This design comes from an exercise in tuning for small area on the open sky130 flow, not from production work.
Only simulation tests tie the RTL to the original design; equivalence was not proved.

==> flow/design.v (excerpt) <==
module x_corr #(parameter xi_bits = 12,
                parameter xq_bits = 12,
                parameter yi_bits = 12,
                parameter yq_bits = 12,
                parameter i_bits = 31,
                parameter q_bits = 31,
                parameter length = 102,
                parameter length_counter_bits = 7,
                parameter out_max_bits = 62
                )
   (input clk,
    input                              rst,
    output                             s_axis_tready,
    input [xi_bits - 1:0]              xi,
    input [xq_bits - 1:0]              xq,
    input [yi_bits - 1:0]              yi,
    input [yq_bits - 1:0]              yq,
    input                              m_axis_tvalid,
    input                              m_axis_tready,
    output [out_max_bits - 1:0]        out_max,
    output [length_counter_bits - 1:0] index,
    output                             s_axis_tvalid
    );
Size in the first run: about 3,600 cells after synthesis, about 120 I/O pins, roughly 32,000 µm² of cells after synthesis.
clock: 10.0 ns
lec_check: 0
abc_area: 1
cap_margin: 20
core_margin: 2
core_utilization: 40
slew_margin: 20
standard.sh (not shown) runs the stock make flow with config.mk's settings and CLKGATE_MAP_FILE= SYNTH_SCRIPT=/design/flow/synth_recipe.tcl, a recipe that flattens the netlist after the stock synthesis.
==> flow/flow/run.sh <==
#!/bin/bash
# Layout flow: the standard synthesis, then a polarity clean-up of the
# mapped netlist (flow/polarity.py: full adders built on complemented
# signals, and XOR/XNOR swapped, where that saves inverters; registers and
# ports untouched), then the standard ORFS layout with one-drive port
# buffers and a clock tree of small buffers without dummy loads.
# Each tool's output goes to a log file in this folder.
set -euo pipefail
W=$(pwd)
R=$W/orfs/results/$FLOW_PLATFORM/x_corr/base

bash standard.sh synth > synth.log 2>&1

cp "$R/1_2_yosys.v" "$W/netlist_standard.v"
python3 flow/polarity.py "$W/netlist_standard.v" "$W/netlist_polarity.v" > polarity.log 2>&1
cp "$W/netlist_polarity.v" "$R/1_2_yosys.v"
rm -f "$R/1_synth.odb" "$R/1_synth.sdc"

bash standard.sh \
  BUFFER_PORTS_ARGS="-buffer_cell sky130_fd_sc_hd__buf_1" \
  CTS_ARGS="-sink_clustering_enable -repair_clock_nets -dont_use_dummy_load -buf_list {sky130_fd_sc_hd__clkbuf_4 sky130_fd_sc_hd__clkbuf_8}" \
  finish > layout.log 2>&1
Other scripts of this flow, unchanged in this note and not shown: flow/flow/polarity.py
==> next run, changes <==
--- a/flow/flow/run.sh
+++ b/flow/flow/run.sh
@@ -21 +21 @@
-  CTS_ARGS="-sink_clustering_enable -repair_clock_nets -dont_use_dummy_load -buf_list {sky130_fd_sc_hd__clkbuf_4 sky130_fd_sc_hd__clkbuf_8}" \
+  CTS_ARGS="-sink_clustering_enable -repair_clock_nets -dont_use_dummy_load -sink_clustering_size 24 -buf_list {sky130_fd_sc_hd__clkbuf_4 sky130_fd_sc_hd__clkbuf_8}" \
- CAP_MARGIN: 20 -> 10
- SLEW_MARGIN: 20 -> 10
After rerunning:
- hold slack is about the same
- sequential cell count stays the same
- die area stays the same
- via count hardly moves
- wire length decreases by 0.46%
- final area stays flat

red:
x_corr again, from the RTL that the note above started with.
clock: 10.0 ns
lec_check: 0
abc_area: 1
cap_margin: 20
core_margin: 2
core_utilization: 40
slew_margin: 20
==> flow/flow/run.sh <==
#!/bin/bash
# Layout flow:
#  1. the standard synthesis (standard.sh synth), unchanged;
#  2. full adders of that netlist given the polarity that needs the fewest
#     inverters between adders, registers and ports (flow/polarity.py --pre),
#     then the combinational logic re-mapped for area by ABC
#     (flow/remap.ys, flow/remap.abc); registers, full/half adders and tie
#     cells keep their instances and names;
#  3. a polarity clean-up (flow/polarity.py): full adders built on
#     complemented signals, and XOR/XNOR swapped, where that saves inverters;
#  4. the standard ORFS layout from that netlist, with one-drive port
#     buffers and a clock tree of small buffers without dummy loads.
# Each tool's output goes to a log file in this folder.
set -euo pipefail
W=$(pwd)
R=$W/orfs/results/$FLOW_PLATFORM/x_corr/base
LIB=$FLOW_HOME/platforms/$FLOW_PLATFORM/lib/sky130_fd_sc_hd__tt_025C_1v80.lib
YOSYS=$(command -v yosys || echo "$FLOW_HOME/../tools/install/yosys/bin/yosys")
PERIOD_PS=$(python3 -c "print(int(round(float('$FLOW_PERIOD_NS') * 1000)))")

bash standard.sh synth > synth.log 2>&1
cp "$R/1_2_yosys.v" "$W/netlist_standard.v"
python3 flow/polarity.py --pre "$W/netlist_standard.v" "$W/netlist_prepol.v" > prepolarity.log 2>&1

sed -e "s|LIBFILE|$LIB|g" -e "s|IN_NETLIST|$W/netlist_prepol.v|" \
    -e "s|OUT_NETLIST|$W/netlist_remap.v|" -e "s|TOPNAME|$FLOW_TOP|" \
    -e "s|ABCSCRIPT|$W/flow/remap.abc|" -e "s|PERIOD_PS|$PERIOD_PS|" \
    flow/remap.ys > remap_run.ys
"$YOSYS" -s remap_run.ys > remap.log 2>&1

python3 flow/polarity.py "$W/netlist_remap.v" "$W/netlist_polarity.v" > polarity.log 2>&1
cp "$W/netlist_polarity.v" "$R/1_2_yosys.v"
rm -f "$R/1_synth.odb" "$R/1_synth.sdc"

# the platform's don't-use cells, plus the larger plain buffers, so that the
# resizer buffers with one- and two-drive cells
DONT_USE="sky130_fd_sc_hd__probe_p_8 sky130_fd_sc_hd__probec_p_8 sky130_fd_sc_hd__lpflow_bleeder_1 sky130_fd_sc_hd__lpflow_clkbufkapwr_1 sky130_fd_sc_hd__lpflow_clkbufkapwr_16 sky130_fd_sc_hd__lpflow_clkbufkapwr_2 sky130_fd_sc_hd__lpflow_clkbufkapwr_4 sky130_fd_sc_hd__lpflow_clkbufkapwr_8 sky130_fd_sc_hd__lpflow_clkinvkapwr_1 sky130_fd_sc_hd__lpflow_clkinvkapwr_16 sky130_fd_sc_hd__lpflow_clkinvkapwr_2 sky130_fd_sc_hd__lpflow_clkinvkapwr_4 sky130_fd_sc_hd__lpflow_clkinvkapwr_8 sky130_fd_sc_hd__lpflow_decapkapwr_12 sky130_fd_sc_hd__lpflow_decapkapwr_3 sky130_fd_sc_hd__lpflow_decapkapwr_4 sky130_fd_sc_hd__lpflow_decapkapwr_6 sky130_fd_sc_hd__lpflow_decapkapwr_8 sky130_fd_sc_hd__lpflow_inputiso0n_1 sky130_fd_sc_hd__lpflow_inputiso0p_1 sky130_fd_sc_hd__lpflow_inputiso1n_1 sky130_fd_sc_hd__lpflow_inputiso1p_1 sky130_fd_sc_hd__lpflow_inputisolatch_1 sky130_fd_sc_hd__lpflow_isobufsrc_1 sky130_fd_sc_hd__lpflow_isobufsrc_16 sky130_fd_sc_hd__lpflow_isobufsrc_2 sky130_fd_sc_hd__lpflow_isobufsrc_4 sky130_fd_sc_hd__lpflow_isobufsrc_8 sky130_fd_sc_hd__lpflow_isobufsrckapwr_16 sky130_fd_sc_hd__lpflow_lsbuf_lh_hl_isowell_tap_1 sky130_fd_sc_hd__lpflow_lsbuf_lh_hl_isowell_tap_2 sky130_fd_sc_hd__lpflow_lsbuf_lh_hl_isowell_tap_4 sky130_fd_sc_hd__lpflow_lsbuf_lh_isowell_4 sky130_fd_sc_hd__lpflow_lsbuf_lh_isowell_tap_1 sky130_fd_sc_hd__lpflow_lsbuf_lh_isowell_tap_2 sky130_fd_sc_hd__lpflow_lsbuf_lh_isowell_tap_4 sky130_fd_sc_hd__buf_4 sky130_fd_sc_hd__buf_6 sky130_fd_sc_hd__buf_8 sky130_fd_sc_hd__buf_12 sky130_fd_sc_hd__buf_16"

bash standard.sh \
  DONT_USE_CELLS="$DONT_USE" \
  BUFFER_PORTS_ARGS="-buffer_cell sky130_fd_sc_hd__buf_1" \
  CTS_ARGS="-sink_clustering_enable -repair_clock_nets -dont_use_dummy_load -sink_clustering_size 10 -sink_clustering_max_diameter 35 -buf_list {sky130_fd_sc_hd__clkbuf_4}" \
  finish > layout.log 2>&1
==> flow/flow/remap.abc <==
strash
dch -f
map -a
topo
stime -c
buffer -c
upsize -c
dnsize -c
Other scripts of this flow, unchanged in this note and not shown: flow/flow/polarity.py, flow/flow/remap.ys
Every stage of the flow completed for red, and the final layout passed the timing, design-rule and antenna checks.
Setup changes, red to blue
diff --git a/flow/flow/run.sh b/flow/flow/run.sh
--- a/flow/flow/run.sh
+++ b/flow/flow/run.sh
@@ -34,8 +34,3 @@
 
-# the platform's don't-use cells, plus the larger plain buffers, so that the
-# resizer buffers with one- and two-drive cells
-DONT_USE="sky130_fd_sc_hd__probe_p_8 sky130_fd_sc_hd__probec_p_8 sky130_fd_sc_hd__lpflow_bleeder_1 sky130_fd_sc_hd__lpflow_clkbufkapwr_1 sky130_fd_sc_hd__lpflow_clkbufkapwr_16 sky130_fd_sc_hd__lpflow_clkbufkapwr_2 sky130_fd_sc_hd__lpflow_clkbufkapwr_4 sky130_fd_sc_hd__lpflow_clkbufkapwr_8 sky130_fd_sc_hd__lpflow_clkinvkapwr_1 sky130_fd_sc_hd__lpflow_clkinvkapwr_16 sky130_fd_sc_hd__lpflow_clkinvkapwr_2 sky130_fd_sc_hd__lpflow_clkinvkapwr_4 sky130_fd_sc_hd__lpflow_clkinvkapwr_8 sky130_fd_sc_hd__lpflow_decapkapwr_12 sky130_fd_sc_hd__lpflow_decapkapwr_3 sky130_fd_sc_hd__lpflow_decapkapwr_4 sky130_fd_sc_hd__lpflow_decapkapwr_6 sky130_fd_sc_hd__lpflow_decapkapwr_8 sky130_fd_sc_hd__lpflow_inputiso0n_1 sky130_fd_sc_hd__lpflow_inputiso0p_1 sky130_fd_sc_hd__lpflow_inputiso1n_1 sky130_fd_sc_hd__lpflow_inputiso1p_1 sky130_fd_sc_hd__lpflow_inputisolatch_1 sky130_fd_sc_hd__lpflow_isobufsrc_1 sky130_fd_sc_hd__lpflow_isobufsrc_16 sky130_fd_sc_hd__lpflow_isobufsrc_2 sky130_fd_sc_hd__lpflow_isobufsrc_4 sky130_fd_sc_hd__lpflow_isobufsrc_8 sky130_fd_sc_hd__lpflow_isobufsrckapwr_16 sky130_fd_sc_hd__lpflow_lsbuf_lh_hl_isowell_tap_1 sky130_fd_sc_hd__lpflow_lsbuf_lh_hl_isowell_tap_2 sky130_fd_sc_hd__lpflow_lsbuf_lh_hl_isowell_tap_4 sky130_fd_sc_hd__lpflow_lsbuf_lh_isowell_4 sky130_fd_sc_hd__lpflow_lsbuf_lh_isowell_tap_1 sky130_fd_sc_hd__lpflow_lsbuf_lh_isowell_tap_2 sky130_fd_sc_hd__lpflow_lsbuf_lh_isowell_tap_4 sky130_fd_sc_hd__buf_4 sky130_fd_sc_hd__buf_6 sky130_fd_sc_hd__buf_8 sky130_fd_sc_hd__buf_12 sky130_fd_sc_hd__buf_16"
-
 bash standard.sh \
-  DONT_USE_CELLS="$DONT_USE" \
   BUFFER_PORTS_ARGS="-buffer_cell sky130_fd_sc_hd__buf_1" \
==> flow/flow/remap.abc <==
strash
dch -f
map -a
strash
dch -f
map -a
topo
stime -c
buffer -c
upsize -c
dnsize -c
==> run notes <==
blue: no failed stages, no open violations at the end
Between red and blue, via density per instance decreased.
Via count of the first global-routing pass in blue is 222 lower than in red
Comparing first-pass GRT wire length for blue and red, the smaller number came from red.
Diff red -> blue: placed instance area moved down; final critical-path setup slack moved up.
| count of clock-buffer cells in the layout | lower: red |
Synthesis-to-finish area growth (lower): blue

-- re-timing with driven ports --
In the flow no input, the clock included, has a driving cell. The finished layouts below were timed again as built, in two steps. Step 1, drivers: a clkbuf_16 drives clk and a buf_2 each remaining input, both assumed. Step 2 times the ports against the registers' clock, not the clock port: input delays grow and output delays shrink by t, the midpoint of the rising clock arrivals with the driver on. Three values: no drivers, after step 1, after step 2; two values: the first two.
run | shift t [ns] | slack for setup (ns) | worst hold slack (ns) | worst setup path after step 2 | latest minus earliest clock arrival (ns)
the first run of note 1 | 0.681 | 1.203 / 1.244 / 0.563 | 0.472 / 0.472 / 0.472 | input to register | 0.075 / 0.076
the second run of note 1 | 0.683 | 1.098 / 1.098 / 0.530 | 0.470 / 0.470 / 0.470 | input to register | 0.055 / 0.055
red | 0.891 | 0.638 / 0.677 / -0.214 | 0.467 / 0.467 / 0.467 | input to register | 0.144 / 0.144
blue | 0.848 | 0.785 / 0.828 / -0.019 | 0.471 / 0.471 / 0.471 | input to register | 0.116 / 0.117
With both steps, setup timing fails in red and blue, where it was met with ideal ports. For red, which loses most, drivers alone change the setup slack by +0.039 ns; drivers and shift together by -0.852 ns.
